Context: an optimization exercise on an open-source flow, tuned for small area. The choices shown serve that exercise and are no tape-out recipe. RTL that was checked went through simulation tests only; none was proved equivalent to the original. For run 1, only the layout was checked, not whether the RTL still works.

==> flow/design.v (outline; a module is shown in full before it is edited, if it fits) <==
// module cordic_pipeline: 1543 lines
// module cordic_fa: 4 lines
module cordic_pipeline(
    input  wire         clk,
    input  wire         rst,
    input  wire         valid_in,
    input  wire  signed [15:0] x_in,
    input  wire  signed [15:0] y_in,
    output reg   signed [15:0] magnitude,
    output reg          valid
);
  // ...
==> flow/flow/run.sh <==
#!/bin/bash
set -euo pipefail
CTS="-sink_clustering_enable -repair_clock_nets -dont_use_dummy_load"
CTS="$CTS -buf_list sky130_fd_sc_hd__clkbuf_8 -sink_clustering_size 20 -sink_clustering_max_diameter 60"
bash standard.sh "CTS_ARGS=$CTS" "BUFFER_PORTS_ARGS=-buffer_cell sky130_fd_sc_hd__buf_1" RECOVER_POWER=100 finish > flow_make.log 2>&1
==> flow/standard.sh <==
#!/bin/bash
# synth_recipe.tcl (not shown) runs the flow's synth.tcl, then flattens the netlist and writes it again
# the make line also repeats each setting of config.mk as NAME=value (left out here)
make -C /OpenROAD-flow-scripts/flow DESIGN_CONFIG=/design/flow/config.mk WORK_HOME=/design/flow/orfs CLKGATE_MAP_FILE= SYNTH_SCRIPT=/design/flow/synth_recipe.tcl "${@:-finish}"
==> flow/config.mk <==
export PLATFORM = sky130hd
export DESIGN_NAME = cordic_pipeline
export DESIGN_NICKNAME = cordic_pipeline
export VERILOG_FILES = /design/flow/design.v
export SDC_FILE = /design/flow/constraint.sdc
export NUM_CORES = 4
export LEC_CHECK = 0
export ABC_AREA = 1
export CAP_MARGIN = 20
export CORE_MARGIN = 2
export CORE_UTILIZATION = 60
export CTS_BUF_LIST = sky130_fd_sc_hd__clkbuf_8
export CTS_CLUSTER_DIAMETER = 60
export CTS_CLUSTER_SIZE = 20
export PLACE_DENSITY = 0.7
export SLEW_MARGIN = 20
export SYNTH_HIERARCHICAL = 1
export SYNTH_MINIMUM_KEEP_SIZE = 0
==> flow/constraint.sdc <==
create_clock -name core_clock -period 5.0 [get_ports {clk}]
set_input_delay 1.0000 -clock core_clock [delete_from_list [all_inputs] [get_ports {clk}]]
set_output_delay 1.0000 -clock core_clock [all_outputs]
set_load 0.01 [all_outputs]
==> run notes, run 1 <==
* FF-to-FF End: ru6[11]$_DFF_P_
* Overall Global Routing Usage at a little under a fifth
* Post-synthesis xor/xnor area fraction at a little under a fifth
* CP top delay family: adder cells
* M3 GR Usage at roughly 2.6%
* Placer Congestion at slightly above 0.8
* Crit path max fanout at 4
* Worst Hold Class: reg2reg
* Worst Path Buf+Inv at 1
* Die area at around 0.04 mm²
* Residual DRC at 0
* Worst Setup SP: rx5[6]$_DFF_P_
* FF+latch count at approximately 430
* Critical Path End: ru6[11]$_DFF_P_
* Half-perimeter wire length after placement at between 20 and 30 mm
* Status: no timing/DRC/antenna violations
* Final WS setup at 0.140 ns
* Worst slew margin at 23.9%
* Most frequent cell after synthesis: dfxtp_1
* Inserted Diodes at 0
* Wire length on met3 at 907 µm
* Core area at 0.0378 mm²
* Cells after Synth at approximately 2000
* Crit path largest cell delay at between 0.4 and 0.5 ns
* Max Root-Sink Buffers at 3
* Post-synth EDFFs at 0
* Post-Route M1 WL at 13.6 mm
* # IOs at 52
* Prevailing post-synth register cell: dfxtp_1
* Htree depth at 2
* Fraction of area in multi-input gates at between 50 and 60%
* First-pass GRT wire length at 60.0 mm
* Synth Area in Compound Gates at under 10%
* Seq cells post-synth at 429
==> run 2, diff against run 1 <==
--- a/flow/design.v
+++ b/flow/design.v
@@ -1463,66 +1463,54 @@
     wire ad27G5 = ad27g[9] | (ad27p[9] & ad27g[8]);
     wire ad27P5 = ad27p[9] & ad27p[8];
     wire ad27G6 = ad27g[11] | (ad27p[11] & ad27g[10]);
     wire ad27P6 = ad27p[11] & ad27p[10];
     wire ad27G7 = ad27g[13] | (ad27p[13] & ad27g[12]);
     wire ad27P7 = ad27p[13] & ad27p[12];
     wire ad27G8 = ad27g[15] | (ad27p[15] & ad27g[14]);
     wire ad27P8 = ad27p[15] & ad27p[14];
-    wire ad27G9 = ad27g[2] | (ad27p[2] & ad27G1);
-    wire ad27G10 = ad27G2 | (ad27P2 & ad27G1);
-    wire ad27G11 = ad27g[6] | (ad27p[6] & ad27G3);
-    wire ad27P11 = ad27p[6] & ad27P3;
-    wire ad27G12 = ad27G4 | (ad27P4 & ad27G3);
-    wire ad27P12 = ad27P4 & ad27P3;
-    wire ad27G13 = ad27g[10] | (ad27p[10] & ad27G5);
-    wire ad27P13 = ad27p[10] & ad27P5;
-    wire ad27G14 = ad27G6 | (ad27P6 & ad27G5);
-    wire ad27P14 = ad27P6 & ad27P5;
-    wire ad27G15 = ad27g[14] | (ad27p[14] & ad27G7);
-    wire ad27P15 = ad27p[14] & ad27P7;
-    wire ad27G16 = ad27G8 | (ad27P8 & ad27G7);
-    wire ad27P16 = ad27P8 & ad27P7;
-    wire ad27G17 = ad27g[4] | (ad27p[4] & ad27G10);
-    wire ad27G18 = ad27G3 | (ad27P3 & ad27G10);
-    wire ad27G19 = ad27G11 | (ad27P11 & ad27G10);
-    wire ad27G20 = ad27G12 | (ad27P12 & ad27G10);
-    wire ad27G21 = ad27g[12] | (ad27p[12] & ad27G14);
-    wire ad27P21 = ad27p[12] & ad27P14;
-    wire ad27G22 = ad27G7 | (ad27P7 & ad27G14);
-    wire ad27P22 = ad27P7 & ad27P14;
-    wire ad27G23 = ad27G15 | (ad27P15 & ad27G14);
-    wire ad27P23 = ad27P15 & ad27P14;
-    wire ad27G24 = ad27G16 | (ad27P16 & ad27G14);
-    wire ad27P24 = ad27P16 & ad27P14;
-    wire ad27G25 = ad27g[8] | (ad27p[8] & ad27G20);
-    wire ad27G26 = ad27G5 | (ad27P5 & ad27G20);
-    wire ad27G27 = ad27G13 | (ad27P13 & ad27G20);
-    wire ad27G28 = ad27G14 | (ad27P14 & ad27G20);
-    wire ad27G29 = ad27G21 | (ad27P21 & ad27G20);
-    wire ad27G30 = ad27G22 | (ad27P22 & ad27G20);
-    wire ad27G31 = ad27G23 | (ad27P23 & ad27G20);
-    wire ad27G32 = ad27G24 | (ad27P24 & ad27G20);
+    wire ad27G9 = ad27G2 | (ad27P2 & ad27G1);
+    wire ad27G10 = ad27G4 | (ad27P4 & ad27G3);
+    wire ad27P10 = ad27P4 & ad27P3;
+    wire ad27G11 = ad27G6 | (ad27P6 & ad27G5);
+    wire ad27P11 = ad27P6 & ad27P5;
+    wire ad27G12 = ad27G8 | (ad27P8 & ad27G7);
+    wire ad27P12 = ad27P8 & ad27P7;
+    wire ad27G13 = ad27G10 | (ad27P10 & ad27G9);
+    wire ad27G14 = ad27G12 | (ad27P12 & ad27G11);
+    wire ad27P14 = ad27P12 & ad27P11;
+    wire ad27G15 = ad27G14 | (ad27P14 & ad27G13);
+    wire ad27G16 = ad27G11 | (ad27P11 & ad27G13);
+    wire ad27G17 = ad27G3 | (ad27P3 & ad27G9);
+    wire ad27G18 = ad27G5 | (ad27P5 & ad27G13);
+    wire ad27G19 = ad27G7 | (ad27P7 & ad27G16);
+    wire ad27G20 = ad27g[2] | (ad27p[2] & ad27G1);
+    wire ad27G21 = ad27g[4] | (ad27p[4] & ad27G9);
+    wire ad27G22 = ad27g[6] | (ad27p[6] & ad27G17);
+    wire ad27G23 = ad27g[8] | (ad27p[8] & ad27G13);
+    wire ad27G24 = ad27g[10] | (ad27p[10] & ad27G18);
+    wire ad27G25 = ad27g[12] | (ad27p[12] & ad27G16);
+    wire ad27G26 = ad27g[14] | (ad27p[14] & ad27G19);
     assign ad27c[1] = (ad27g[0] | (ad27p[0] & ad27c[0]));
     assign ad27c[2] = ad27G1;
-    assign ad27c[3] = ad27G9;
-    assign ad27c[4] = ad27G10;
-    assign ad27c[5] = ad27G17;
-    assign ad27c[6] = ad27G18;
-    assign ad27c[7] = ad27G19;
-    assign ad27c[8] = ad27G20;
-    assign ad27c[9] = ad27G25;
-    assign ad27c[10] = ad27G26;
-    assign ad27c[11] = ad27G27;
-    assign ad27c[12] = ad27G28;
-    assign ad27c[13] = ad27G29;
-    assign ad27c[14] = ad27G30;
-    assign ad27c[15] = ad27G31;
-    assign ad27c[16] = ad27G32;
+    assign ad27c[3] = ad27G20;
+    assign ad27c[4] = ad27G9;
+    assign ad27c[5] = ad27G21;
+    assign ad27c[6] = ad27G17;
+    assign ad27c[7] = ad27G22;
+    assign ad27c[8] = ad27G13;
+    assign ad27c[9] = ad27G23;
+    assign ad27c[10] = ad27G18;
+    assign ad27c[11] = ad27G24;
+    assign ad27c[12] = ad27G16;
+    assign ad27c[13] = ad27G25;
+    assign ad27c[14] = ad27G19;
+    assign ad27c[15] = ad27G26;
+    assign ad27c[16] = ad27G15;
     wire [15:0] ad27 = ad27p ^ ad27c[15:0];
     wire [15:0] w14 = ad27;
     wire u14b = w14[14] ^ ~w14[15];
     wire s14 = w14[15] ^ ~rs12;
     wire e15 = (x14[0] & ~u14b) | (x14[0] & s14) | (~u14b & s14);
     wire [14:0] ones15;   
     assign ones15[0] = 1'b1;
     genvar gj;
==> run 2 against run 1 <==
- register-to-register slack better by 0.09 ns
- highest routed layer unchanged
- sequential cell count unchanged
- critical path type unchanged
- first-iteration DRC count up 47%
- still clean on timing, DRC and antenna
- wire length up 0.64%
- die area down 3.7%
- utilization down 3.3 points
- sequential share of layout area up 3.0 points
- synthesized area down 3.8%
- fmax up 2.0%
- non-clock buffer count down 86
==> run notes, run 2 <==
* Status: no timing/DRC/antenna violations (unchanged)
* Post-route insts no fill at 2596 (was 2638)
* Fmax at 210 MHz (was 206 MHz)
* Critical R2R Launch: rx6[7]$_DFF_P_ (was rx5[6]$_DFF_P_)
* Final nets at 2546 (was 2544)
* Placer Congestion at 0.817 (was 0.806)
* Prevailing post-synth register cell: dfxtp_1 (unchanged)
* Least-Margin Pin Slew at 0.785 ns (was 1.14 ns)
* Vias/cell at 4.98 (was 4.66)
* Half-perimeter wire length after placement at 30.0 mm (was 28.6 mm)
* Pin count of the biggest net entering global routing at 21 (was 28)
* Core area at 0.0365 mm² (was 0.0378 mm²)
* Layout Skew at 0.0721 ns (was 0.0659 ns)
* Hold path startpoint: vp[7]$_SDFF_PP0_ (was vp[10]$_SDFF_PP0_)
* CTS sink cnt at 429 (unchanged)
* Crit path max fanout at 16 (was 4)
* TritonRoute pass-1 iters at 4 (unchanged)
* Worst slew margin at 47.7% (was 23.9%)
* Overall Global Routing Usage at 20.1% (was 19.0%)
* Vias at 12900 (was 12300)
* Congestion Overflow GR at 0 (unchanged)
* Cells after Synth at 2063 (was 1977)
* CTS Buf Count at 34 (was 35)
* Die height at 196 µm (was 200 µm)
* Fin util at 63.6% (was 66.9%)
* Residual DRC at 0 (unchanged)
* Final hold vios at 0 (unchanged)
* Seq cells post-synth at 429 (unchanged)
* Max Root-Sink Buffers at 3 (unchanged)
* Average wire per standard cell at 13.8 µm (was 13.5 µm)
* Seq/Total Area, Yosys at 38.8% (was 37.3%)
* Clock slew seen by the registers of the worst setup and hold paths at 0.11 ns (about the same)
* # IOs at 52 (unchanged)
* Synth-to-Final Area Change at 4.88% (was 9.75%)
* Final period util at 95.3% (was 97.2%)
* Synth top area cells: dfxtp_1, fa_1, xor2_1 (was dfxtp_1, fa_1, ha_1)
* CTS tree: built (unchanged)
* Commonest non-fill, non-tap cells in the layout: dfxtp_1, xor2_1, inv_1 (was dfxtp_1, inv_1, xor2_1)
* Final wirelength at 35.9 mm (was 35.7 mm)
* Warnings, synthesis at 7 (unchanged)
* Post-Place Cells at 2562 (was 2572)
* CP Data Arrival Time at 5.16 ns (was 5.26 ns)
* Top-area cell type share of the netlist area at 38.8% (was 37.3%)
* Vias in the first global route at 13900 (was 13300)
* Slew Limit Fails at 0 (unchanged)
* Netlist cell types at 37 (was 34)
* Critical path class: reg2reg (unchanged)
* Most common cell after layout, fill and taps aside: dfxtp_1 (unchanged)
* Post-synth EDFFs at 0 (unchanged)
* Ys async rst share at 0% (unchanged)
* # hold bufs at CTS at 0 (unchanged)
* RSZ-0062 raised after global routing: false
* Number of port buffers at 51 (unchanged)
* Worst Hold Class: reg2reg (unchanged)
* CTS root buf: clkbuf_8 (unchanged)
* Initial Util at 60.6% (was 61.0%)
* Final setup fails at 0 (unchanged)
* Worst Setup SP: rx6[7]$_DFF_P_ (was rx5[6]$_DFF_P_)
* Final antenna-violating net count at 0 (unchanged)
* Setup TNS at 0 ns (unchanged)
* Synth Area per Inst at 10.7 µm² (was 11.6 µm²)
* Htree depth at 2 (unchanged)
* Top cells by count, synth: dfxtp_1, xor2_1, inv_1 (was dfxtp_1, inv_1, fa_1)
* Num rows at 70 (was 71)
* Layout cell share with drive strength beyond 1 at 3.29% (was 19.0%)
* Die X-Extent at 196 µm (was 200 µm)
* Post-CTS setup-driven buffer insertion count at 0 (was 20)
* Largest area contributor in the netlist: dfxtp_1 (unchanged)
* Max_cap viols at 0 (unchanged)
* Synth Cell Area at 0.0221 mm² (was 0.0230 mm²)
* Startpoint class of the critical path: flip-flop (unchanged)
* Final min period at 4.77 ns (was 4.86 ns)
* WP data required at 5.40 ns (about the same)
* Die area at 0.0385 mm² (was 0.0399 mm²)
* Inserted Diodes at 0 (unchanged)
* CP endpoint kind: flip-flop (unchanged)
* DRT iter0 DRCs at 356 (was 243)
* Most frequent cell after synthesis: dfxtp_1 (unchanged)
* Initial antenna violation count at 0 (unchanged)
* First-pass GRT wire length at 63.0 mm (was 60.0 mm)
* Worst skew pair latency at 0.57 ns (about the same)
* Syn nets at 2479 (was 2392)
[run 2: repair_timing]
action	CTS	global route
gates resized for setup	1	1
pin swaps	0	0
setup endpoints to repair	2	5
[run 2: routing by layer]
metal | vias to the layer above | routed length [µm] | GRT usage (%)
met5 | - | 0 | 0
met4 | 0 | 1070 | 6.31
met3 | 67 | 912 | 2.63
met2 | 131 | 19500 | 39.6
met1 | 6179 | 14400 | 22.3
li1 | 6556 | - | -
[run 2: through the flow]
stage	hold slack (ns)	cell area, µm²	setup slack [ns]
floorplan	0.388	22100	0.604
global placement	0.389	22800	0.325
detailed placement	0.396	22800	0.242
CTS	0.410	23200	0.218
global route	0.423	23200	0.0334
finish	0.408	23200	0.234
[run 2: path summary, 6_finish.rpt]
| kind | slack [ns] | end | cells after the start |
|---|---|---|---|
| worst max-delay path | 0.23 | ru7[13]$_DFF_P_ | 14 |
| worst max register to register | 0.23 | ru7[13]$_DFF_P_ | 14 |
| worst min register to register | 0.41 | vp[8]$_SDFF_PP0_ | 2 |
| worst min-delay path | 0.41 | vp[8]$_SDFF_PP0_ | 2 |
[run 2: logic make-up (layout without fill, tap and decap cells)]
group	after synthesis	count (layout)	share of synthesized area, %
fa+ha+maj	381	381	28.8
mux	1	1	0.0508
flops	429	429	38.8
compound gates	163	163	3.86
xor+xnor	358	358	14.2
simple gates	460	460	9.30
buf+inv	271	336	5.04
[run 2: layout make-up]
cell class | count | area (µm²)
clock buffer | 34 | 468
fill | 2970 | 13300
inverter | 249 | 935
multi-input combinational | 1363 | 12400
sequential | 429 | 8590
tap | 468 | 586
timing repair buffer | 53 | 200
[run 2: worst max-delay path, cell delays in order, from the launching register on]
cell     delay (ns)
dfxtp_1        0.35
ha_1           0.21
fa_1           0.37
fa_1           0.39
fa_1           0.39
fa_1           0.40
fa_1           0.41
fa_1           0.40
fa_1           0.41
fa_1           0.46
nand3_1        0.14
nand3_1        0.08
nand2_1        0.08
nand2_2        0.27
xor2_1         0.25
[run 2: modules after synthesis, one instance, submodules excluded]
module	area, µm²	cells	copies in the design
cordic_pipeline	18600	1886	1
cordic_fa	20.0	1	177
==> run 3, diff against run 2 <==
==> flow/flow/run.sh (replaced) <==
#!/bin/bash
set -euo pipefail
CTS="-sink_clustering_enable -repair_clock_nets -dont_use_dummy_load"
CTS="$CTS -buf_list sky130_fd_sc_hd__clkbuf_4 -sink_clustering_size 12 -sink_clustering_max_diameter 45"
bash standard.sh "CTS_ARGS=$CTS" "BUFFER_PORTS_ARGS=-buffer_cell sky130_fd_sc_hd__buf_1" RECOVER_POWER=100 finish > flow_make.log 2>&1
==> run 3 against run 2 <==
- die area is the same
- via count grew 0.56%
- wire length is essentially flat
- synthesized cell count is the same
- critical endpoint is now ru6[8]$_DFF_P_
- highest routed layer unchanged
==> run notes, run 3 <==
* Max_cap viols at 0 (unchanged)
* Final hold vios at 0 (unchanged)
* Vias/cell at 4.98 (about the same)
* Syn nets at 2479 (unchanged)
* Placer Congestion at 0.817 (unchanged)
* Final nets at 2561 (was 2546)
* WP data required at 5.54 ns (was 5.40 ns)
* Pin count of the biggest net entering global routing at 17 (was 21)
* FF-to-FF End: ru6[8]$_DFF_P_ (was ru7[13]$_DFF_P_)
* Post-DP Area at 0.0228 mm² (unchanged)
* CTS root buf: clkbuf_4 (was clkbuf_8)
* Final wirelength at 35.9 mm (about the same)
* Overall Global Routing Usage at 20.2% (was 20.1%)
* CTS sink cnt at 429 (unchanged)
* Congestion Overflow GR at 0 (unchanged)
* Startpoint class of the critical path: flip-flop (unchanged)
* Initial antenna violation count at 1 (was 0)
* Die X-Extent at 196 µm (unchanged)
* Ys async rst share at 0% (unchanged)
* Met2 wire len at 19.6 mm (was 19.5 mm)
* Seq/Total Area, Yosys at 38.8% (unchanged)
* Final setup fails at 0 (unchanged)
* Residual DRC at 0 (unchanged)
* Core area at 0.0365 mm² (unchanged)
* CP endpoint kind: flip-flop (unchanged)
* Final WS setup at 0.222 ns (was 0.234 ns)
* R2R Setup Slk at 0.22 ns (was 0.23 ns)
* Length in cells of the worst reg-to-reg path at 14 (unchanged)
* Worst skew pair latency at 0.71 ns (was 0.57 ns)
* Status: no timing/DRC/antenna violations (unchanged)
* Final antenna-violating net count at 0 (unchanged)
* Cells after Synth at 2063 (unchanged)
* Post-Route M1 WL at 14.4 mm (about the same)
* Layout cell share with drive strength beyond 1 at 4.01% (was 3.29%)
* Critical Path End: ru6[8]$_DFF_P_ (was ru7[13]$_DFF_P_)
* Worst Setup SP: rx5[6]$_DFF_P_ (was rx6[7]$_DFF_P_)
* Final period util at 95.6% (was 95.3%)
* Die area at 0.0385 mm² (unchanged)
* Num rows at 70 (unchanged)
* Number of port buffers at 51 (unchanged)
* Crit path max fanout at 16 (unchanged)
* Top-area cell type share of the netlist area at 38.8% (unchanged)
* Top cells by count, synth: dfxtp_1, xor2_1, inv_1 (unchanged)
* Setup TNS at 0 ns (unchanged)
* TritonRoute pass-1 iters at 4 (unchanged)
* CTS tree: built (unchanged)
* Critical R2R Launch: rx5[6]$_DFF_P_ (was rx6[7]$_DFF_P_)
* Layout Skew at 0.0728 ns (was 0.0721 ns)
* Initial Util at 60.6% (unchanged)
* Synth Area per Inst at 10.7 µm² (unchanged)
* Largest area contributor in the netlist: dfxtp_1 (unchanged)
* Netlist cell types at 37 (unchanged)
* Fmax at 209 MHz (was 210 MHz)
* Clock slew seen by the registers of the worst setup and hold paths at 0.11 ns (about the same)
* Least-Margin Pin Slew at 0.785 ns (about the same)
* # IOs at 52 (unchanged)
* Multi-input logic area at 0.0125 mm² (was 0.0124 mm²)
* Vias in the first global route at 13900 (about the same)
* Final-layout fill cell count at 2997 (was 2970)
* Slew Limit Fails at 0 (unchanged)
* Die height at 196 µm (unchanged)
* Pre-CTS worst setup slack at 0.242 ns (unchanged)
* Critical path class: reg2reg (unchanged)
* Vias at 13000 (was 12900)
* Worst slew margin at 47.7% (about the same)
* Commonest non-fill, non-tap cells in the layout: dfxtp_1, xor2_1, inv_1 (unchanged)
* Wire length on met3 at 941 µm (was 912 µm)
* Seq cells post-synth at 429 (unchanged)
* Warnings, synthesis at 7 (unchanged)
* Synth-to-Final Area Change at 4.47% (was 4.88%)
* Storage element area at 0.00859 mm² (unchanged)
* DRT iter0 DRCs at 336 (was 356)
* First-pass GRT wire length at 63.1 mm (was 63.0 mm)
* Final hold slack at 0.377 ns (was 0.408 ns)
* Prevailing post-synth register cell: dfxtp_1 (unchanged)
* Average wire per standard cell at 13.7 µm (was 13.8 µm)
* Synth Cell Area at 0.0221 mm² (unchanged)
* Max Root-Sink Buffers at 3 (unchanged)
* Half-perimeter wire length after placement at 30.0 mm (unchanged)
* Most frequent cell after synthesis: dfxtp_1 (unchanged)
* CP Data Arrival Time at 5.32 ns (was 5.16 ns)
* Post-route cell area at 0.0231 mm² (was 0.0232 mm²)
* Final min period at 4.78 ns (was 4.77 ns)
* Synth top area cells: dfxtp_1, fa_1, xor2_1 (unchanged)
* CTS Buf Count at 48 (was 34)
* Worst Hold Class: reg2reg (unchanged)
* DR top layer: met4 (unchanged)
* Most common cell after layout, fill and taps aside: dfxtp_1 (unchanged)
* Post-synth EDFFs at 0 (unchanged)
* Htree depth at 2 (unchanged)
* # hold bufs at CTS at 0 (unchanged)
run 3: changes by cell type in the layout (fill, tap and decap cells not counted), sizes merged:
cell    previous run  this run
clkbuf            38        52
buf               49        50
diode              0         1
run 3: logic make-up after synthesis:
kind of cell    count (synthesis)  synth area share, %
compound gates                163                 3.86
xor+xnor                      358                 14.2
fa+ha+maj                     381                 28.8
buf+inv                       271                 5.04
flops                         429                 38.8
mux                             1               0.0508
simple gates                  460                 9.30
run 3: cell type report:
| type | count | share of cell area [%] |
|---|---|---|
| Timing Repair Buffer | 54 | 0.898 |
| Antenna cell | 1 | 0.0108 |
| Inverter | 249 | 4.04 |
| Clock buffer | 48 | 1.56 |
| Multi-Input combinational cell | 1363 | 53.8 |
| Tap cell | 468 | 2.53 |
| Sequential cell | 429 | 37.1 |
run 3: worst min path at each step:
stage                 startpoint           endpoint  slack (ns)  depth (start not counted)
2_1_floorplan   vp[9]$_SDFF_PP0_  vp[10]$_SDFF_PP0_        0.39                          2
3_3_place_gp    vp[3]$_SDFF_PP0_   vp[4]$_SDFF_PP0_        0.39                          2
3_5_place_dp    vp[6]$_SDFF_PP0_   vp[7]$_SDFF_PP0_        0.40                          2
4_1_cts        vp[11]$_SDFF_PP0_  vp[12]$_SDFF_PP0_        0.38                          2
5_1_grt         vp[9]$_SDFF_PP0_  vp[10]$_SDFF_PP0_        0.38                          2
6_report       vp[11]$_SDFF_PP0_  vp[12]$_SDFF_PP0_        0.38                          2
run 3: worst max-delay path, stage by stage, from the launching register on:
cell	delay, ns
dfxtp_1	0.37
ha_1	0.22
fa_1	0.38
fa_1	0.38
fa_1	0.40
fa_1	0.40
fa_1	0.39
fa_1	0.40
fa_1	0.39
fa_1	0.45
nand3_1	0.14
nand3_1	0.08
nand2_1	0.08
nand2_2	0.27
xor2_1	0.26
run 3: through the flow:
| step | utilization, % | cells |
|---|---|---|
| finish | 63.4 | 2612 |
| global route | 63.4 | 2612 |
| CTS | 63.3 | 2610 |
| detailed placement | 62.3 | 2562 |
| global placement | 62.3 | 2562 |
| floorplan | - | 2063 |
run 3: routing by layer:
layer  vias to the layer above  track usage, %
li1                       6602               -
met1                      6206            22.3
met2                       131            39.7
met3                        66            3.06
met4                         0            5.81
met5                         -               0
run 3: modules after synthesis (local to each module, per instance):
module           copies in the design  cells inside  flip-flops and latches
cordic_pipeline                     1          1886                     429
cordic_fa                         177             1                       0
run 3: repair_timing:
item                       in CTS  in global routing
pin swaps                       0                  0
setup endpoints to repair      10                 10
gates resized for setup         1                  2
setup buffers                   0                  1
==> run 4, diff against run 3 <==
==> flow/flow/run.sh (replaced) <==
#!/bin/bash
set -euo pipefail
CTS="-sink_clustering_enable -repair_clock_nets -dont_use_dummy_load"
CTS="$CTS -buf_list sky130_fd_sc_hd__clkbuf_4 -sink_clustering_size 10 -sink_clustering_max_diameter 40"
bash standard.sh "CTS_ARGS=$CTS" "BUFFER_PORTS_ARGS=-buffer_cell sky130_fd_sc_hd__buf_1" RECOVER_POWER=100 finish > flow_make.log 2>&1
==> run 4 against run 3 <==
- setup slack better by 0.043 ns
- cell area up 0.24%
- synthesized cell count unchanged
- cell count up 0.23%
- first-iteration DRC count up 1.5%
- worst hold slack better by 0.028 ns
- clock skew down 0.019 ns
- count of clock-buffer cells in the layout up 6
- via count up 0.41%
- critical endpoint is now ru6[1]$_DFF_P_
==> run notes, run 4 <==
* Synth-to-Final Area Change at 4.72% (was 4.47%)
* Pin count of the biggest net entering global routing at 17 (unchanged)
* Initial Util at 60.6% (unchanged)
* Simple-gate share of the synthesized area at 9.30% (unchanged)
* # IOs at 52 (unchanged)
* Largest area contributor in the netlist: dfxtp_1 (unchanged)
* Commonest non-fill, non-tap cells in the layout: dfxtp_1, xor2_1, inv_1 (unchanged)
* FF-to-FF End: ru6[1]$_DFF_P_ (was ru6[8]$_DFF_P_)
* Final nets at 2567 (was 2561)
* Die area at 0.0385 mm² (unchanged)
* Largest family of logic cells by synthesized area: adder cells (unchanged)
* Synth top area cells: dfxtp_1, fa_1, xor2_1 (unchanged)
* Critical Path End: ru6[1]$_DFF_P_ (was ru6[8]$_DFF_P_)
* Half-perimeter wire length after placement at 30.0 mm (unchanged)
* Prevailing post-synth register cell: dfxtp_1 (unchanged)
* DRT iter0 DRCs at 341 (was 336)
* Number of port buffers at 51 (unchanged)
* R2R Setup Slk at 0.27 ns (was 0.22 ns)
* Post-DP Area at 0.0228 mm² (unchanged)
* Vias at 13100 (was 13000)
* CTS sink cnt at 429 (unchanged)
* Synth Cell Area at 0.0221 mm² (unchanged)
* Final-layout fill cell count at 2985 (was 2997)
* Least-Margin Pin Slew at 0.785 ns (about the same)
* Congestion Overflow GR at 0 (unchanged)
* Status: no timing/DRC/antenna violations (unchanged)
* Final min period at 4.73 ns (was 4.78 ns)
* Layout cell share with drive strength beyond 1 at 4.28% (was 4.01%)
* Overall Global Routing Usage at 20.4% (was 20.2%)
* Most frequent cell after synthesis: dfxtp_1 (unchanged)
* Final setup fails at 0 (unchanged)
* Placer Congestion at 0.817 (unchanged)
* Netlist cell types at 37 (unchanged)
* Slew Limit Fails at 0 (unchanged)
* Top cells by count, synth: dfxtp_1, xor2_1, inv_1 (unchanged)
* Vias in the first global route at 14000 (was 13900)
* Residual DRC at 0 (unchanged)
* Final period util at 94.7% (was 95.6%)
* CP endpoint kind: flip-flop (unchanged)
* Average wire per standard cell at 13.8 µm (was 13.7 µm)
* Worst slew margin at 47.7% (about the same)
* # hold bufs at CTS at 0 (unchanged)
* Num rows at 70 (unchanged)
* Final hold vios at 0 (unchanged)
* Seq cells post-synth at 429 (unchanged)
* Synth Area per Inst at 10.7 µm² (unchanged)
* Max_cap viols at 0 (unchanged)
* Fin util at 63.5% (was 63.4%)
* Die X-Extent at 196 µm (unchanged)
* Post-route cell area at 0.0232 mm² (was 0.0231 mm²)
* Worst skew pair latency at 0.77 ns (was 0.71 ns)
* Crit path max fanout at 16 (unchanged)
* Mux cell area share after synthesis at 0.0508% (unchanged)
* Final wirelength at 36.1 mm (was 35.9 mm)
* Initial antenna violation count at 1 (unchanged)
* Length in cells of the worst reg-to-reg path at 14 (unchanged)
* Vias/cell at 4.99 (was 4.98)
* Post-Synth Adder-Cell Area at 28.8% (unchanged)
* Multi-input logic area at 0.0125 mm² (about the same)
* Critical R2R Launch: rx5[6]$_DFF_P_ (unchanged)
* Fmax at 211 MHz (was 209 MHz)
* WP data required at 5.60 ns (was 5.54 ns)
* Storage element area at 0.00859 mm² (unchanged)
* Clock slew seen by the registers of the worst setup and hold paths at 0.09 ns (was 0.11 ns)
* Post-route insts no fill at 2618 (was 2612)
* Warnings, synthesis at 7 (unchanged)
* Most common cell after layout, fill and taps aside: dfxtp_1 (unchanged)
* Final WS setup at 0.265 ns (was 0.222 ns)
* Die height at 196 µm (unchanged)
* CTS Buf Count at 54 (was 48)
* Post-Place Cells at 2562 (unchanged)
* Worst Setup SP: rx5[6]$_DFF_P_ (unchanged)
* Cells after Synth at 2063 (unchanged)
* CTS root buf: clkbuf_4 (unchanged)
* Synth Area in Compound Gates at 3.86% (unchanged)
* Layout Skew at 0.0540 ns (was 0.0728 ns)
* Final antenna-violating net count at 0 (unchanged)
* Max Root-Sink Buffers at 3 (unchanged)
* Ys async rst share at 0% (unchanged)
* CP Data Arrival Time at 5.34 ns (was 5.32 ns)
* Worst Hold Class: reg2reg (unchanged)
* Post-synth EDFFs at 0 (unchanged)
* Htree depth at 2 (unchanged)
* First-pass GRT wire length at 63.4 mm (was 63.1 mm)
* Core area at 0.0365 mm² (unchanged)
* Syn nets at 2479 (unchanged)
* Pre-CTS worst setup slack at 0.242 ns (unchanged)
* Startpoint class of the critical path: flip-flop (unchanged)
* Top-area cell type share of the netlist area at 38.8% (unchanged)
* Seq/Total Area, Yosys at 38.8% (unchanged)
* TritonRoute pass-1 iters at 6 (was 4)
* CTS tree: built (unchanged)
* Critical path class: reg2reg (unchanged)
* Post-synthesis xor/xnor area fraction at 14.2% (unchanged)
run 4: cell counts after synthesis:
No cell type changed its count.
run 4: per-stage QoR:
step | TNS (ns) | hold slack, ns
2_1_floorplan | 0 | 0.388
3_3_place_gp | 0 | 0.389
3_5_place_dp | 0 | 0.396
4_1_cts | 0 | 0.320
5_1_grt | -0.000814 | 0.333
6_report | 0 | 0.404
run 4: worst max-delay path, stage by stage, from the launching register on:
cell	delay, ns
dfxtp_1	0.36
ha_1	0.22
fa_1	0.38
fa_1	0.38
fa_1	0.40
fa_1	0.40
fa_1	0.39
fa_1	0.40
fa_1	0.39
fa_1	0.45
nand3_1	0.14
nand3_1	0.08
nand2_1	0.08
nand2_2	0.28
xor2_1	0.24
run 4: timing repair:
item | 4_1_cts | 5_1_grt
buffers inserted | 0 | 1
cloned | 0 | 0
resized for setup | 1 | 4
endpoints found under the setup margin | 11 | 13
run 4: cell type report:
type                    instances  share of cell area, %
flip-flops and latches        429                   37.0
well taps                     468                   2.52
clock buffers                  54                   1.75
diodes                          1                 0.0108
repair buffers                 54                  0.896
multi-input cells            1363                   53.7
inverters                     249                   4.03
run 4: worst min path at each step:
stage          cells after the start              from                 to
5_1_grt                            3          valid_in   vp[0]$_SDFF_PP0_
2_1_floorplan                      2  vp[9]$_SDFF_PP0_  vp[10]$_SDFF_PP0_
3_3_place_gp                       2  vp[3]$_SDFF_PP0_   vp[4]$_SDFF_PP0_
6_report                           2  vp[7]$_SDFF_PP0_   vp[8]$_SDFF_PP0_
3_5_place_dp                       2  vp[6]$_SDFF_PP0_   vp[7]$_SDFF_PP0_
4_1_cts                            3          valid_in   vp[0]$_SDFF_PP0_
run 4: logic make-up (layout without fill, tap and decap cells):
| kind of cell | count (synthesis) | in the layout |
|---|---|---|
| AOI/OAI and AO/OA | 163 | 163 |
| xor gates and xnor gates | 358 | 358 |
| other | 0 | 1 |
| and+or+nand+nor | 460 | 460 |
| DFF | 429 | 429 |
| adders and majority gates | 381 | 381 |
| muxes | 1 | 1 |
| buffers and inverters | 271 | 357 |
run 4: routing by layer:
layer	share of wire, %	GRT usage, %	up-vias
met5	0	0	-
met4	3.2	8.02	0
met3	2.8	3.21	74
met2	54	39.4	144
met1	40	22.3	6215
li1	-	-	6625
run 4: Yosys stat by module, one instance, submodules excluded:
module / cell area [µm²] / cells
cordic_fa: 20.0 / 1
cordic_pipeline: 18600 / 1886

[port drivers added, routing unchanged]
No port has a modelled driver above. Below, the same layouts with a new extraction and two added sets of constraints.
Step 1 (the two cells are an assumption about what drives the block):
set clk [get_ports {clk}]
set_driving_cell -lib_cell sky130_fd_sc_hd__clkbuf_16 $clk
set_driving_cell -lib_cell sky130_fd_sc_hd__buf_2 [delete_from_list [all_inputs] $clk]
Step 2 also shifts input and output timing later by t, the mid clock arrival at the registers, as if the neighbouring blocks saw the same clock.
a / b / c = ideal ports / drivers / drivers and shift; a / b = the first two.
run	shift t [ns]	setup slack, ns	worst hold slack (ns)	worst register clock-pin slew, ns	worst data-port slew with drivers (ns)
run 1	0.585	0.140 / 0.140 / -0.130	0.388 / 0.388 / 0.388	0.12 / 0.12	0.04
run 2	0.579	0.234 / 0.234 / 0.116	0.408 / 0.408 / 0.408	0.11 / 0.11	0.03
run 3	0.724	0.222 / 0.222 / 0.134	0.377 / 0.377 / 0.377	0.12 / 0.12	0.03
run 4	0.785	0.265 / 0.249 / 0.094	0.404 / 0.387 / 0.404	0.11 / 0.11	0.03
Met with ideal ports but missed after step 2: setup timing in run 1. For run 1, which loses most, drivers alone change the setup slack by 0.000 ns; drivers and shift together by -0.270 ns.
